This is an optimization exercise on Yosys and OpenROAD, whose aim is small area, a short achievable clock period and few clock cycles, not a production implementation. In this exercise RTL edits were held to simulation tests only and were not proved equivalent to the original. Power and IR drop assume default switching activity.

### flow/constraint.sdc
create_clock -name core_clock -period 3.5 [get_ports {clk}]
set_input_delay 0.7000 -clock core_clock [delete_from_list [all_inputs] [get_ports {clk}]]
set_output_delay 0.7000 -clock core_clock [all_outputs]
set_load 0.01 [all_outputs]
### flow/design.v
`timescale 1ns / 1ps
`default_nettype none
module tx_packet_handler #(
    parameter NB_TX_DESC = 64,
    parameter DATA_WIDTH = 128,
    parameter DEBUG_EN = 0
    )(
    (* X_INTERFACE_INFO = "xilinx.com:signal:clock:1.0 axi_clk CLK" *) (* X_INTERFACE_PARAMETER = "ASSOCIATED_BUSIF s_axis_eth, ASSOCIATED_RESET axi_aresetn" *)
       input wire                                axi_clk,
    (* X_INTERFACE_INFO = "xilinx.com:signal:reset:1.0 axi_aresetn RST" *) (* X_INTERFACE_PARAMETER = "POLARITY ACTIVE_LOW" *)
       input wire                                axi_aresetn,
       input wire[64-1:0]                    s_axis_eth_tdata,      
       input wire[7:0]                       s_axis_eth_tuser,
       input wire                            s_axis_eth_tlast,
       input wire[64/8-1:0]                  s_axis_eth_tkeep,
       input wire                            s_axis_eth_tvalid,
       output reg                            s_axis_eth_tready,
      (* X_INTERFACE_INFO = "xilinx.com:interface:bram_rtl:1.0 MODE MASTER,NAME BRAM_PORT" *)
      (* X_INTERFACE_PARAMETER = "MASTER_TYPE BRAM_CTRL, MEM_ECC NONE, MEM_WIDTH 128, MEM_SIZE 131072, READ_LATENCY 1" *)  
      (* X_INTERFACE_INFO = "xilinx.com:interface:bram:1.0 BRAM_PORT ADDR" *)
      output reg[32-1:0]   addr_o,  
      (* X_INTERFACE_INFO = "xilinx.com:interface:bram:1.0 BRAM_PORT CLK" *) 
      output wire                  clk_o,
      (* X_INTERFACE_INFO = "xilinx.com:interface:bram:1.0 BRAM_PORT DIN" *) 
      output reg[DATA_WIDTH-1:0]   data_o,
      (* X_INTERFACE_INFO = "xilinx.com:interface:bram:1.0 BRAM_PORT DOUT" *) 
      input wire[DATA_WIDTH-1:0]   data_i,
      (* X_INTERFACE_INFO = "xilinx.com:interface:bram:1.0 BRAM_PORT EN" *)  
      output reg                   en_o,
      (* X_INTERFACE_INFO = "xilinx.com:interface:bram:1.0 BRAM_PORT RST" *)
      output reg                  rst_o,
      (* X_INTERFACE_INFO = "xilinx.com:interface:bram:1.0 BRAM_PORT WE" *) 
      output reg[DATA_WIDTH/8-1:0] wea_o,
      output reg wren_o,   
       input wire                            init_i,
       input wire                            start_i,
       output reg[32-1:0]                    pkt_addr_o,
       output reg[15:0]                      pkt_len_o,  
       output reg                            xmit_req_o,
       input wire                            xmit_ack_i
  );
localparam IDLE          = 1,                                       
           NEW_PKT       = 2,                                      
           DATA          = 3, DATA_HI       = 3,
                              DATA_LO       = 4,
           PKT_REQ       = 5;
localparam AXIS_TDATA_WIDTH = 64;
reg[3:0]                    axi_state;
localparam PKT_OFFS_WIDTH = $clog2(NB_TX_DESC);
reg[PKT_OFFS_WIDTH-1:0] pkt_offset;
reg[15:0]  byte_count;
reg[3:0]  add_bytes;
reg init;
reg init_done;
assign clk_o = axi_clk;
always @(posedge axi_clk) begin
  if (~axi_aresetn) begin
    init      <= 1'b0;
  end else begin
    if(init_done)
      init <= 1'b0;
    if(init_i)
      init <= 1'b1;
  end
end
generate
  if(DATA_WIDTH == 64) begin
    always @(posedge axi_clk) begin
    if(~axi_aresetn) begin
        axi_state         <= IDLE;
        byte_count        <= 0;
        xmit_req_o        <= 1'b0;
        s_axis_eth_tready <= 1'b1;
        rst_o             <= 1'b0;
        wea_o             <= 0;
        wren_o            <= 1'b0;
        en_o              <= 1'b0;
        init_done         <= 1'b0;
    end else begin
        en_o  <= 1'b1;
        rst_o <= 1'b0;
        wea_o <= 16'h0000;
        wren_o            <= 1'b0;
        case(axi_state) 
            IDLE : begin  
              s_axis_eth_tready <= 1'b1;  
              pkt_offset        <= 0;
              init_done         <= 1'b1;
              if( (start_i & ~init) & (s_axis_eth_tvalid & s_axis_eth_tlast | ~s_axis_eth_tvalid)) begin
                axi_state <= NEW_PKT;
              end
            end
            NEW_PKT : begin  
              if(s_axis_eth_tvalid) begin  
                data_o            <= s_axis_eth_tdata;
                wea_o             <= s_axis_eth_tkeep;
                wren_o            <= |s_axis_eth_tkeep;
                byte_count        <= add_bytes;
                axi_state         <= DATA;
                addr_o            <= { {(32- PKT_OFFS_WIDTH-11){1'b0}}  ,pkt_offset,11'b00000000000};
                pkt_addr_o        <= { {(32- PKT_OFFS_WIDTH-11){1'b0}}  ,pkt_offset,11'b00000000000};  
                pkt_offset        <= pkt_offset + 1;
                if(s_axis_eth_tlast) begin
                  pkt_len_o         <= add_bytes;
                  xmit_req_o        <= 1'b1;
                  s_axis_eth_tready <= 1'b0;
                  axi_state         <= PKT_REQ;
                end
              end
              if(init)begin
                wea_o             <= 8'h00;
                wren_o            <= 1'b0;
                s_axis_eth_tready <= 1'b1;
                axi_state         <= IDLE;
              end
            end
            DATA : begin  
             if(s_axis_eth_tvalid) begin  
                data_o            <= s_axis_eth_tdata;
                wea_o             <= s_axis_eth_tkeep;
                wren_o            <= |s_axis_eth_tkeep;
                byte_count        <= add_bytes + byte_count;
                addr_o            <= addr_o + 8;
                if(s_axis_eth_tlast) begin
                  pkt_len_o         <= add_bytes + byte_count;
                  xmit_req_o        <= 1'b1;
                  s_axis_eth_tready <= 1'b0;
                  axi_state         <= PKT_REQ;
                end
              end
              if(init)begin
                wea_o             <= 8'h00;
                wren_o            <= 1'b0;
                s_axis_eth_tready <= 1'b1;
                axi_state         <= IDLE;
              end
            end
            PKT_REQ : begin  
              if(xmit_ack_i) begin
                xmit_req_o        <= 1'b0;
                s_axis_eth_tready <= 1'b1;
                axi_state         <= NEW_PKT;
                if(init) begin
                  axi_state         <= IDLE;
                end
              end
            end
            default : begin
              s_axis_eth_tready <= 1'b1;
              xmit_req_o        <= 1'b0;
              axi_state         <= IDLE;
            end
        endcase
    end
end
  end else if(DATA_WIDTH == 128) begin
      always @(posedge axi_clk) begin
        if(~axi_aresetn) begin
            axi_state         <= IDLE;
            byte_count        <= 0;
            xmit_req_o        <= 1'b0;
            s_axis_eth_tready <= 1'b1;
            rst_o             <= 1'b0;
            wea_o             <= 0;
            wren_o            <= 1'b0;
            en_o              <= 1'b0;
            init_done         <= 1'b0;
        end else begin
            en_o   <= 1'b1;
            rst_o  <= 1'b0;
            wea_o  <= 16'h0000;
            wren_o <= 1'b0;
            case(axi_state)
                IDLE : begin  
                  s_axis_eth_tready <= 1'b1;  
                  pkt_offset        <= 0;
                  init_done         <= 1'b1;
                  if( (~init & start_i) & (s_axis_eth_tvalid & s_axis_eth_tlast | ~s_axis_eth_tvalid) ) begin
                    axi_state <= NEW_PKT;
                  end
                end
                NEW_PKT : begin  
                  if(s_axis_eth_tvalid) begin
                    data_o[63:0]      <= s_axis_eth_tdata;
                    wea_o             <= {8'h00,s_axis_eth_tkeep};
                    wren_o            <= |s_axis_eth_tkeep;
                    byte_count        <= add_bytes;
                    axi_state         <= DATA_HI;
                    addr_o            <= { {(32- PKT_OFFS_WIDTH-11){1'b0}}  ,pkt_offset,11'b00000000000};
                    pkt_addr_o        <= { {(32- PKT_OFFS_WIDTH-11){1'b0}}  ,pkt_offset,11'b00000000000};  
                    pkt_offset        <= pkt_offset + 1;
                    if(s_axis_eth_tlast) begin
                      pkt_len_o         <= add_bytes;
                      xmit_req_o        <= 1'b1;
                      s_axis_eth_tready <= 1'b0;
                      axi_state         <= PKT_REQ;
                    end
                  end
                  if(init)begin
                    wea_o             <= 16'h0000;
                    wren_o            <= 1'b0;
                    s_axis_eth_tready <= 1'b1;
                    axi_state         <= IDLE;
                  end
                end
                DATA_HI : begin   
                  if(s_axis_eth_tvalid) begin
                    data_o[127:64]      <= s_axis_eth_tdata;
                    wea_o               <= {s_axis_eth_tkeep,8'h00};
                    wren_o              <= |s_axis_eth_tkeep;
                    byte_count          <= byte_count + add_bytes;
                    axi_state           <= DATA_LO;
                    if(s_axis_eth_tlast) begin
                      pkt_len_o         <= byte_count + add_bytes;
                      xmit_req_o        <= 1'b1;
                      s_axis_eth_tready <= 1'b0;
                      axi_state         <= PKT_REQ;
                    end
                  end
                  if(init)begin
                    wea_o             <= 16'h0000;
                    wren_o            <= 1'b0;
                    s_axis_eth_tready <= 1'b1;
                    axi_state         <= IDLE;
                  end
                end
                DATA_LO : begin   
                  if(s_axis_eth_tvalid) begin
                    data_o[63:0] <= s_axis_eth_tdata;
                    addr_o       <= addr_o + 16;
                    wea_o        <= {8'h00,s_axis_eth_tkeep};
                    wren_o       <= |s_axis_eth_tkeep;
                    byte_count   <= byte_count + add_bytes;
                    axi_state    <= DATA_HI;
                    if(s_axis_eth_tlast) begin
                      pkt_len_o         <= byte_count + add_bytes;
                      xmit_req_o        <= 1'b1;
                      s_axis_eth_tready <= 1'b0;
                      axi_state         <= PKT_REQ;
                    end
                  end
                  if(init)begin
                    wea_o             <= 16'h0000;
                    wren_o            <= 1'b0;
                    s_axis_eth_tready <= 1'b1;
                    axi_state         <= IDLE;
                  end
                end
                PKT_REQ : begin  
                  if(xmit_ack_i) begin
                    xmit_req_o        <= 1'b0;
                    s_axis_eth_tready <= 1'b1;
                    axi_state         <= NEW_PKT;
                  end
                  if(init) begin
                    xmit_req_o        <= 1'b0;
                    s_axis_eth_tready <= 1'b1;
                    axi_state         <= IDLE;
                  end
                end
                default : begin
                  axi_state         <= IDLE;
                  xmit_req_o        <= 1'b0;
                  s_axis_eth_tready <= 1'b1;
                end
            endcase
        end
    end
  end
endgenerate
always @(*) begin
    casex(s_axis_eth_tkeep)
        8'b1xxxxxxx: add_bytes = 8;
        8'b01xxxxxx: add_bytes = 7;
        8'b001xxxxx: add_bytes = 6;
        8'b0001xxxx: add_bytes = 5;
        8'b00001xxx: add_bytes = 4;
        8'b000001xx: add_bytes = 3;
        8'b0000001x: add_bytes = 2;
        8'b00000001: add_bytes = 1;
        default    : add_bytes = 0;
    endcase
end
generate
  if(DEBUG_EN) begin
      (* MARK_DEBUG="true" *) reg[32-1:0]                    pkt_addr_o_debug;
      (* MARK_DEBUG="true" *) reg[15:0]                      pkt_len_o_debug;
      (* MARK_DEBUG="true" *) reg                            xmit_req_o_debug;
      (* MARK_DEBUG="true" *) reg                            xmit_ack_i_debug;
      (* MARK_DEBUG="true" *) reg[PKT_OFFS_WIDTH-1:0]        pkt_offset_debug;
      (* MARK_DEBUG="true" *) reg[15:0]                      byte_count_debug;
      (* MARK_DEBUG="true" *) reg[3:0]                       add_bytes_debug;
      (* MARK_DEBUG="true" *) reg[2:0]                       axi_state_debug;
      (* MARK_DEBUG="true" *) reg                            init_done_debug;
      (* MARK_DEBUG="true" *) reg[DATA_WIDTH-1:0]            data_o_debug;
      (* MARK_DEBUG="true" *) reg                            en_o_debug;
      (* MARK_DEBUG="true" *) reg[DATA_WIDTH/8-1:0]          wea_o_debug;
      (* MARK_DEBUG="true" *) reg[32-1:0]                    addr_o_debug;
      always @(posedge axi_clk) begin
          pkt_addr_o_debug        <= pkt_addr_o;
          pkt_len_o_debug         <= pkt_len_o;
          xmit_req_o_debug        <= xmit_req_o;
          xmit_ack_i_debug        <= xmit_ack_i;
          pkt_offset_debug        <= pkt_offset;
          byte_count_debug        <= byte_count;
          add_bytes_debug         <= add_bytes;
          axi_state_debug         <= axi_state;
          init_done_debug         <= init_done;
          data_o_debug            <= data_o;
          en_o_debug              <= en_o;
          wea_o_debug             <= wea_o;
          addr_o_debug            <= addr_o;
      end
  end
endgenerate
endmodule
`default_nettype wire
`timescale 1ns / 1ps
`default_nettype none
module tx_desc_ctrl #(
	parameter NB_DESC = 64,
	parameter DEBUG_EN = 0
)(
(* X_INTERFACE_INFO = "xilinx.com:signal:clock:1.0 clk_i CLK" *) (* X_INTERFACE_PARAMETER = "ASSOCIATED_RESET rst_i_n" *)
	input wire                             clk_i,
(* X_INTERFACE_INFO = "xilinx.com:signal:reset:1.0 rst_i_n RST" *) (* X_INTERFACE_PARAMETER = "POLARITY ACTIVE_LOW" *)
	input wire                              rst_i_n,
    (* X_INTERFACE_INFO = "xilinx.com:interface:bram_rtl:1.0 MODE MASTER,NAME BRAM_PORT" *)
    (* X_INTERFACE_PARAMETER = "MASTER_TYPE BRAM_CTRL, MEM_ECC NONE, MEM_WIDTH 128, MEM_SIZE 256" *)  
    (* X_INTERFACE_INFO = "xilinx.com:interface:bram:1.0 BRAM_PORT ADDR" *)
	output reg[32-1:0]   addr_o,  
    (* X_INTERFACE_INFO = "xilinx.com:interface:bram:1.0 BRAM_PORT CLK" *) 
	output wire                  clk_o,
    (* X_INTERFACE_INFO = "xilinx.com:interface:bram:1.0 BRAM_PORT DIN" *) 
	output reg[128-1:0]   data_o,
    (* X_INTERFACE_INFO = "xilinx.com:interface:bram:1.0 BRAM_PORT DOUT" *) 
	input wire[128-1:0]   data_i,
	(* X_INTERFACE_INFO = "xilinx.com:interface:bram:1.0 BRAM_PORT EN" *)  
	output reg                   en_o,
    (* X_INTERFACE_INFO = "xilinx.com:interface:bram:1.0 BRAM_PORT RST" *)
	output reg                   rst_o,
    (* X_INTERFACE_INFO = "xilinx.com:interface:bram:1.0 BRAM_PORT WE" *) 
	output reg[128/8-1:0] wea_o,
    output reg wren_o,   
	input wire                            start_i,
	input wire                            init_i,
	input wire[31:0]                      nic_base_addr_i,
	input wire[31:0]                      fpga_base_addr_i,
	input wire[31:0]                      pkt_addr_i,
	input wire[15:0]                      pkt_len_i,
	input wire   						  xmit_req_i,
	output reg                            xmit_ack_o,
	output reg[63:0]                      nic_phys_addr_o,
	output reg[31:0]                      nic_tx_tail_pointer_o,
	output reg                            pcie_rq_start_o,
	input wire 							  pcie_rq_ack_i
	);
localparam TDT_REG_OFFS = 64'h00000000_00006018;  
assign clk_o = clk_i;
wire[31:0] pkt_base_addr = fpga_base_addr_i | (256*2048);
localparam 
           RESET              = 0,
           IDLE               = 1,
		   WRITE_DESC_BEAT1   = 2,
		   PCIE_WRITE_TDT_REG = 3,
		   PCIE_WAIT_TDT_REG  = 4;
localparam DESC_IX_SZ = $clog2(NB_DESC);
reg[63:0] pkt_addr;
reg[15:0] data_len;
wire[1:0] mac   = 0;  
wire[3:0] dtyp  = 4'b0011;
    wire[7:0] dcmd  = 8'b0010_0011;
wire[3:0] sta   = 0;
wire[2:0] idx   = 0;
wire cc         = 0;
wire[5:0] popts = 0;
reg[17:0] paylen;
wire[127:0] tx_desc = {paylen,popts,cc,idx,sta,dcmd,dtyp,mac,2'b00,data_len,pkt_addr};
reg[2:0] tx_desc_state;
reg[DESC_IX_SZ-1:0] tail_pointer;
reg init;
always @(posedge clk_i) begin
	if (~rst_i_n) begin
		init      <= 1'b1;
	end else begin
		init <= init_i;
	end
end
wire [3:0] descriptor_status_s;
assign descriptor_status_s = 4'b0001;
always @(posedge clk_i) begin
    if (init) begin
		xmit_ack_o      <= 1'b0;
		tail_pointer    <= 0;
		pcie_rq_start_o <= 1'b0;
		rst_o           <= 1'b1;
		en_o            <= 1'b0;
		wea_o	        <= 0;
		wren_o          <= 1'b0;
		tx_desc_state   <= RESET;
	end
	else begin
		rst_o           <= 1'b0;
		en_o            <= 1'b1;
		case(tx_desc_state)
		RESET: begin  
		    tx_desc_state <= RESET;
		    data_o <= {28'b0, 4'b0001, 32'b0, 64'b0};
		    addr_o <= {  {(32-DESC_IX_SZ-4){1'b0}}, tail_pointer,4'b0000 };
            wea_o  <= 16'hFFFF;
            wren_o <= 1'b1;
            tail_pointer  <= tail_pointer + 1;
            if(tail_pointer == NB_DESC-1) begin
    		    tx_desc_state <= IDLE;
            end            
		end
		IDLE : begin   
            wren_o <= 1'b0;
            wea_o  <= 16'h0000;
            nic_phys_addr_o <= nic_base_addr_i + TDT_REG_OFFS;
			addr_o     <= {  {(32-DESC_IX_SZ-4){1'b0}}, tail_pointer,4'b0000 };  
			if(xmit_req_i & start_i) begin
				pkt_addr      <= {32'h0000_0000,pkt_addr_i | pkt_base_addr};
				data_len      <= pkt_len_i;
				paylen        <= {2'b00,pkt_len_i};
				xmit_ack_o    <= 1'b1;
				tx_desc_state <= WRITE_DESC_BEAT1;
			end
		end
		WRITE_DESC_BEAT1 : begin   
			xmit_ack_o <= 1'b0;
			tx_desc_state <= WRITE_DESC_BEAT1;
		    if (descriptor_status_s[0] == 1'b1) begin
                addr_o     <= {  {(32-DESC_IX_SZ-4){1'b0}}, tail_pointer,4'b0000 };
                data_o     <= tx_desc;
                wea_o      <= 16'hFFFF;
                wren_o     <= 1'b1;
                tail_pointer  <= tail_pointer + 1;
                tx_desc_state <= PCIE_WRITE_TDT_REG;
			end
		end
		PCIE_WRITE_TDT_REG : begin
			wea_o  <= 16'h0000;
			wren_o <= 1'b0;
			nic_tx_tail_pointer_o <= { {(32-DESC_IX_SZ){1'b0}},tail_pointer};
			pcie_rq_start_o <= 1'b1;
			tx_desc_state   <= PCIE_WAIT_TDT_REG;
		end
		PCIE_WAIT_TDT_REG : begin
			if(pcie_rq_ack_i) begin
				pcie_rq_start_o <= 1'b0;
				tx_desc_state   <= IDLE;
			end
		end
		default : begin
			xmit_ack_o      <= 1'b0;
			tail_pointer    <= 0;
			pcie_rq_start_o <= 1'b0;
			tx_desc_state <= IDLE;
		end
		endcase
	end
end
generate
if(DEBUG_EN) begin
	(* MARK_DEBUG="true" *) reg                          pcie_rq_start_o_debug;
	(* MARK_DEBUG="true" *) reg                          pcie_rq_ack_i_debug;
	(* MARK_DEBUG="true" *) reg[2:0]                     tx_desc_state_debug;
	(* MARK_DEBUG="true" *) reg[31:0]                    pkt_addr_i_debug;
	(* MARK_DEBUG="true" *) reg[15:0]                    pkt_len_i_debug;
	(* MARK_DEBUG="true" *) reg                          xmit_req_i_debug;
	(* MARK_DEBUG="true" *) reg                          xmit_ack_o_debug;
	(* MARK_DEBUG="true" *) reg[DESC_IX_SZ-1:0]          tail_pointer_debug;
	(* MARK_DEBUG="true" *) reg                          init_debug;
	(* MARK_DEBUG="true" *) reg                          start_debug;
	(* MARK_DEBUG="true" *) reg[32-1:0]                  addr_o_debug;
	(* MARK_DEBUG="true" *) reg[128-1:0]                 data_o_debug;
	(* MARK_DEBUG="true" *) reg                          en_o_debug;
	(* MARK_DEBUG="true" *) reg[128/8-1:0]               wea_o_debug;
	always @(posedge clk_i) begin
		pcie_rq_start_o_debug       <= pcie_rq_start_o;
		pcie_rq_ack_i_debug         <= pcie_rq_ack_i;
		tx_desc_state_debug         <= tx_desc_state;
		pkt_addr_i_debug            <= pkt_addr_i;
		pkt_len_i_debug             <= pkt_len_i;
		xmit_req_i_debug            <= xmit_req_i;
		xmit_ack_o_debug            <= xmit_ack_o;
		tail_pointer_debug          <= tail_pointer;
		init_debug                  <= init;
		start_debug                 <= start_i;
		addr_o_debug                <= addr_o;
		data_o_debug                <= data_o;
		en_o_debug                  <= en_o;
		wea_o_debug                 <= wea_o;
	end
end
endgenerate
endmodule
`default_nettype wire
`timescale 1ns / 1ps
`default_nettype none
module tx_path (
	input  wire          clk,
	input  wire          rst_n,
	input  wire          init_i,
	input  wire          start_i,
	input  wire[31:0]    fpga_base_addr_i,
	input  wire[63:0]    s_axis_eth_tdata,
	input  wire[7:0]     s_axis_eth_tuser,
	input  wire          s_axis_eth_tlast,
	input  wire[7:0]     s_axis_eth_tkeep,
	input  wire          s_axis_eth_tvalid,
	output wire          s_axis_eth_tready,
	output wire[12:0]    buf_line_o,
	output wire[127:0]   buf_data_o,
	output wire[15:0]    buf_wea_o,
	output wire[5:0]     ring_ix_o,
	output wire          ring_we_o,
	output wire[15:0]    ring_len_o,
	output wire[20:0]    ring_bufaddr_o,
	output wire[5:0]     tail_o,
	output wire          pcie_rq_start_o,
	input  wire          pcie_rq_ack_i
);
wire[31:0]  buf_addr;
wire[127:0] buf_data;
wire        buf_en;
wire[15:0]  buf_wea;
wire[31:0]  ring_addr;
wire[127:0] ring_data;
wire        ring_en;
wire[15:0]  ring_wea;
wire[31:0]  tail;
assign buf_line_o     = buf_addr[16:4];
assign buf_data_o     = buf_data;
assign buf_wea_o      = buf_en ? buf_wea : 16'h0;
assign ring_ix_o      = ring_addr[9:4];
assign ring_we_o      = ring_en & (|ring_wea);
assign ring_len_o     = ring_data[79:64];
assign ring_bufaddr_o = ring_data[31:11];
assign tail_o         = tail[5:0];
wire[31:0] pkt_addr;
wire[15:0] pkt_len;
wire       xmit_req;
wire       xmit_ack;
tx_packet_handler #(
	.NB_TX_DESC(64),
	.DATA_WIDTH(128)
) tx_packet_handler_0 (
	.axi_clk           (clk),
	.axi_aresetn       (rst_n),
	.s_axis_eth_tdata  (s_axis_eth_tdata),
	.s_axis_eth_tuser  (s_axis_eth_tuser),
	.s_axis_eth_tlast  (s_axis_eth_tlast),
	.s_axis_eth_tkeep  (s_axis_eth_tkeep),
	.s_axis_eth_tvalid (s_axis_eth_tvalid),
	.s_axis_eth_tready (s_axis_eth_tready),
	.addr_o            (buf_addr),
	.clk_o             (),
	.data_o            (buf_data),
	.data_i            (128'h0),
	.en_o              (buf_en),
	.rst_o             (),
	.wea_o             (buf_wea),
	.wren_o            (),
	.init_i            (init_i),
	.start_i           (start_i),
	.pkt_addr_o        (pkt_addr),
	.pkt_len_o         (pkt_len),
	.xmit_req_o        (xmit_req),
	.xmit_ack_i        (xmit_ack)
);
tx_desc_ctrl #(
	.NB_DESC(64)
) tx_desc_ctrl_0 (
	.clk_i                 (clk),
	.rst_i_n               (rst_n),
	.addr_o                (ring_addr),
	.clk_o                 (),
	.data_o                (ring_data),
	.data_i                (128'h0),
	.en_o                  (ring_en),
	.rst_o                 (),
	.wea_o                 (ring_wea),
	.wren_o                (),
	.start_i               (start_i),
	.init_i                (init_i),
	.nic_base_addr_i       (32'h0),
	.fpga_base_addr_i      (fpga_base_addr_i),
	.pkt_addr_i            (pkt_addr),
	.pkt_len_i             (pkt_len),
	.xmit_req_i            (xmit_req),
	.xmit_ack_o            (xmit_ack),
	.nic_phys_addr_o       (),
	.nic_tx_tail_pointer_o (tail),
	.pcie_rq_start_o       (pcie_rq_start_o),
	.pcie_rq_ack_i         (pcie_rq_ack_i)
);
endmodule
`default_nettype wire
### flow/run.sh
#!/bin/bash
# synth_recipe.tcl (not shown) runs the flow's synth.tcl, then flattens the netlist and writes it again
# the make line also repeats each setting of config.mk as NAME=value (left out here)
make -C /OpenROAD-flow-scripts/flow DESIGN_CONFIG=/design/flow/config.mk WORK_HOME=/design/flow/orfs CLKGATE_MAP_FILE= SYNTH_SCRIPT=/design/flow/synth_recipe.tcl finish
### flow/config.mk
export PLATFORM = sky130hd
export DESIGN_NAME = tx_path
export DESIGN_NICKNAME = tx_path
export VERILOG_FILES = /design/flow/design.v
export SDC_FILE = /design/flow/constraint.sdc
export NUM_CORES = 4
export LEC_CHECK = 0
export CAP_MARGIN = 20
export CORE_AREA = 5 5 245 245
export DIE_AREA = 0 0 250 250
export SLEW_MARGIN = 20
==> results.yml <==
timing:
  grt_setup_unrepaired: "no"
  final.period_utilization_pct: 85.5
  max_clock_freq_ghz: 0.334
  slew_headroom_pct: 45.8
  tightest_slew_ps: 813
  tns_ps: 0
  setup_violations: 0
  drv_slew: 0
  post-route-min-period_ps: 2990
  finalClockSkew_ps: 23.2
  hold_viol: 0
cts:
  clockRootBuffer: "clkbuf_16"
  clock_latency_ps: 530
  postCtsResizedCells: 0
  cts_buffers: 37
  clkTransAtPathRegs_ps: 60
  cts_max_level: 2
  cts_hold_buf: 0
  clock-sinks: 308
  cts_tree: "done"
  clk_path_buf_depth: 3
  cts_setup_buffers: 0
floorplan:
  core_sq_mm: 0.0574
  rows: 88
  die_h_microns: 250
  die_w_microns: 250
  start_util_pct: 19.6
  die_area_sq_mm: 0.0625
  ios: 328
synthesis:
  muxShareOfSynthArea_pct: 0.278
  synth-seq-area-share_pct: 77.3
  synthAdderAreaFrac_pct: 0.955
  async_reset_ff_share_pct: 0
  synthXorXnorAreaFrac_pct: 2.10
  synthTopCellsByArea: "edfxtp_1 (68%), dfxtp_1 (9.6%), nor2_1 (2.4%)"
  synth_top_family_by_area: "simple AND/OR/NAND/NOR gates"
  synthSimpleGateAreaFrac_pct: 12.5
  synthesis.instances: 743
  yosysWarnings: 2
  ys_seq_elements: 308
  avgSynthCellArea_sq_um: 15.2
  synth_nets: 870
  yosysTopAreaCellShare_pct: 67.7
  synth_edf_count: 254
  synth_commonest_cells: "edfxtp_1 (254), nor2_1 (72), dfxtp_1 (54), and3_1 (43)"
  synthFlopType: "edfxtp_1"
  synth.most_common_cell: "edfxtp_1"
  yosysTopAreaCell: "edfxtp_1"
  yosys.cell_types.count: 61
  synth_compound_area_share_pct: 5.25
  synth_area_sq_mm: 0.0113
global_routing:
  grt_pass1_wl_microns: 46400
  track_usage_pct: 9.66
  antenna_found_initial: 1
  overflow: 0
  grt_max_degree: 65
  grt_pass1_vias: 7230
final_layout:
  n_antenna_cell: 0
  syn_to_final_growth_pct: 47.7
  drive_gt1_share_pct: 9.88
  nNetsFinal: 1213
  fin_util_pct: 29.0
run_status:
  status: "timing/DRC/antenna clean"
pwr:
  clockPowerShare_pct: 40.4
  swShare_pct: 24.5
  p_leak_nw: 5.71
  power_frac_comb_pct: 12.5
  ir_drop_mv: 0.291
  p_sw_mw: 2.26
  powerDensity_mw_per_mm2: 555
  p_int_mw: 6.98
  seqPwrFrac_pct: 47.2
worst_setup_path:
  cp-start-kind: "input pin"
  crit_arrival_ps: 3250
  required_ps: 3760
  reg2reg_depth: 4
  cp_max_fo: 9
  worst_setup_path_end_kind: "register"
  critical_path_class: "input pin to register"
route:
  drtAntennaViolNets: 0
  detail_route.first_pass.iterations: 5
  drtIter0Drc: 359
  route.detailed.drc: 0
  wirelength_microns: 31700
  vias: 7202
  wire_per_inst_microns: 16.9
  viasPerCell: 3.83
worst_hold_path:
  hp-class: "register to register"
  holdPathStages: 0
placement:
  io_buffers: 307
  place.gp.congestion: 0.875
  detailed_place_hpwl_microns: 23500
flow_run:
  maxCapViolCount: 0
registers in the layout, summed over array words and instances, names as in the netlist, 3 cells and up:
register / cells
tx_desc_ctrl_0.paylen: 16
tx_desc_ctrl_0.addr_o: 6
tx_packet_handler_0.data_o: 128
tx_packet_handler_0.byte_count: 16
tx_packet_handler_0.addr_o: 13
tx_desc_ctrl_0.tail_pointer: 6
tx_desc_ctrl_0.data_o: 37
tx_packet_handler_0.pkt_len_o: 16
tx_packet_handler_0.wea_o: 16
tx_desc_ctrl_0.pkt_addr: 20
tx_packet_handler_0.pkt_addr_o: 6
tx_packet_handler_0.pkt_offset: 6
tx_desc_ctrl_0.nic_tx_tail_pointer_o: 6
tx_desc_ctrl_0.tx_desc_state: 3
tx_packet_handler_0.axi_state: 3
critical path, cell delays in order:
cell             delay [ps]
clkdlybuf4s50_1         460
inv_1                   100
a21oi_1                  60
o21ai_0                 390
ha_1                    270
inv_1                    60
fa_1                    380
nand2b_1                170
a21oi_2                 110
buf_4                   170
nand3_1                 150
xor2_1                  170
nor2_1                   50
metrics by stage:
step	power (mW)	instances	instance area [sq um]	hold WS, ps	setup WS, ps
final	9.24	1878	16700	421	506
after global routing	9.64	1878	16700	432	253
after CTS	9.40	1878	16700	419	494
after detailed placement	5.60	1812	15500	410	-89.3
after global placement	5.57	1812	15500	404	-63.0
after floorplan	5.01	743	11300	400	257
layer usage:
layer	vias to the layer above	wire (microns)	GRT usage [%]
met3	50	1710	2.30
met4	0	846	3.49
met5	-	0	0
li1	3442	-	-
met1	3487	14200	12.9
met2	223	14900	15.3
cell families after synthesis:
family / Yosys count
multiplexers: 3
XOR/XNOR: 27
AO/OA/AOI/OAI: 90
buffers and inverters: 44
AND/OR/NAND/NOR: 263
flip-flops: 308
adder cells (fa/ha/maj): 8
placed cells by master (no fill, tap or decap), types with 8 or more instances in the layout:
master and n:
nand2_1 35, and2_1 35, inv_1 13, a31oi_1 14
xnor2_1 8, dfxtp_1 54, nand2b_1 9, nand3_1 19
xor2_1 19, nor2_1 69, and3_1 43, edfxtp_1 254
a21oi_1 23, clkbuf_16 41, buf_4 24, o21ai_0 18
clkdlybuf4s50_1 307
final timing paths:
path,start,endpoint,slack (ps)
max,s_axis_eth_tkeep[5],tx_packet_handler_0.pkt_len_o[8],510
min,tx_packet_handler_0.pkt_len_o[11],tx_desc_ctrl_0.paylen[11],420
max reg2reg,tx_packet_handler_0.axi_state[1],tx_packet_handler_0.data_o[31],1180
min reg2reg,tx_packet_handler_0.pkt_len_o[11],tx_desc_ctrl_0.paylen[11],420
area by class of cell:
class | count | area (sq um)
flip-flops and latches | 308 | 8710
well taps | 765 | 957
inverters | 14 | 52.6
clock buffers | 49 | 1070
clock inverters | 17 | 134
repair buffers | 334 | 3310
multi-input cells | 391 | 2420
fillers | 5748 | 40700
power groups by stage:
| stage | Clock [mW] | Sequential, mW | Combinational, mW |
|---|---|---|---|
| after floorplan | 0 | 4.43 | 0.579 |
| after global placement | 0 | 4.43 | 1.14 |
| after detailed placement | 0 | 4.44 | 1.16 |
| after CTS | 3.87 | 4.36 | 1.17 |
| after global routing | 4.01 | 4.39 | 1.24 |
| final | 3.73 | 4.36 | 1.15 |
Testbench counts, summed over its fixed seeds: cycles 115,894.

[static timing again, ports no longer ideal]
In the flow no input, the clock included, has a driving cell. The finished layout below was timed again as built, in two steps. Step 1, drivers: a clkbuf_16 drives clk and a buf_2 each remaining input, both assumed. Step 2 adds t to the input delays and takes it off the output delays; t is the mean of the earliest and latest rising clock arrival at the registers after step 1. Input paths then give back, and output paths get back, about the clock's delay inside the block. Three values: ideal, step 1, step 2; two values: the first two.
t, ns: 0.574
setup WS [ns]: 0.506 / 0.533 / -0.041
worst setup path after step 2: input to register
pins driven straight from the clock port: 1
With both steps, setup timing fails in this run, where it was met with ideal ports. For this run, drivers alone change the setup slack by +0.027 ns; drivers and shift together by -0.547 ns.
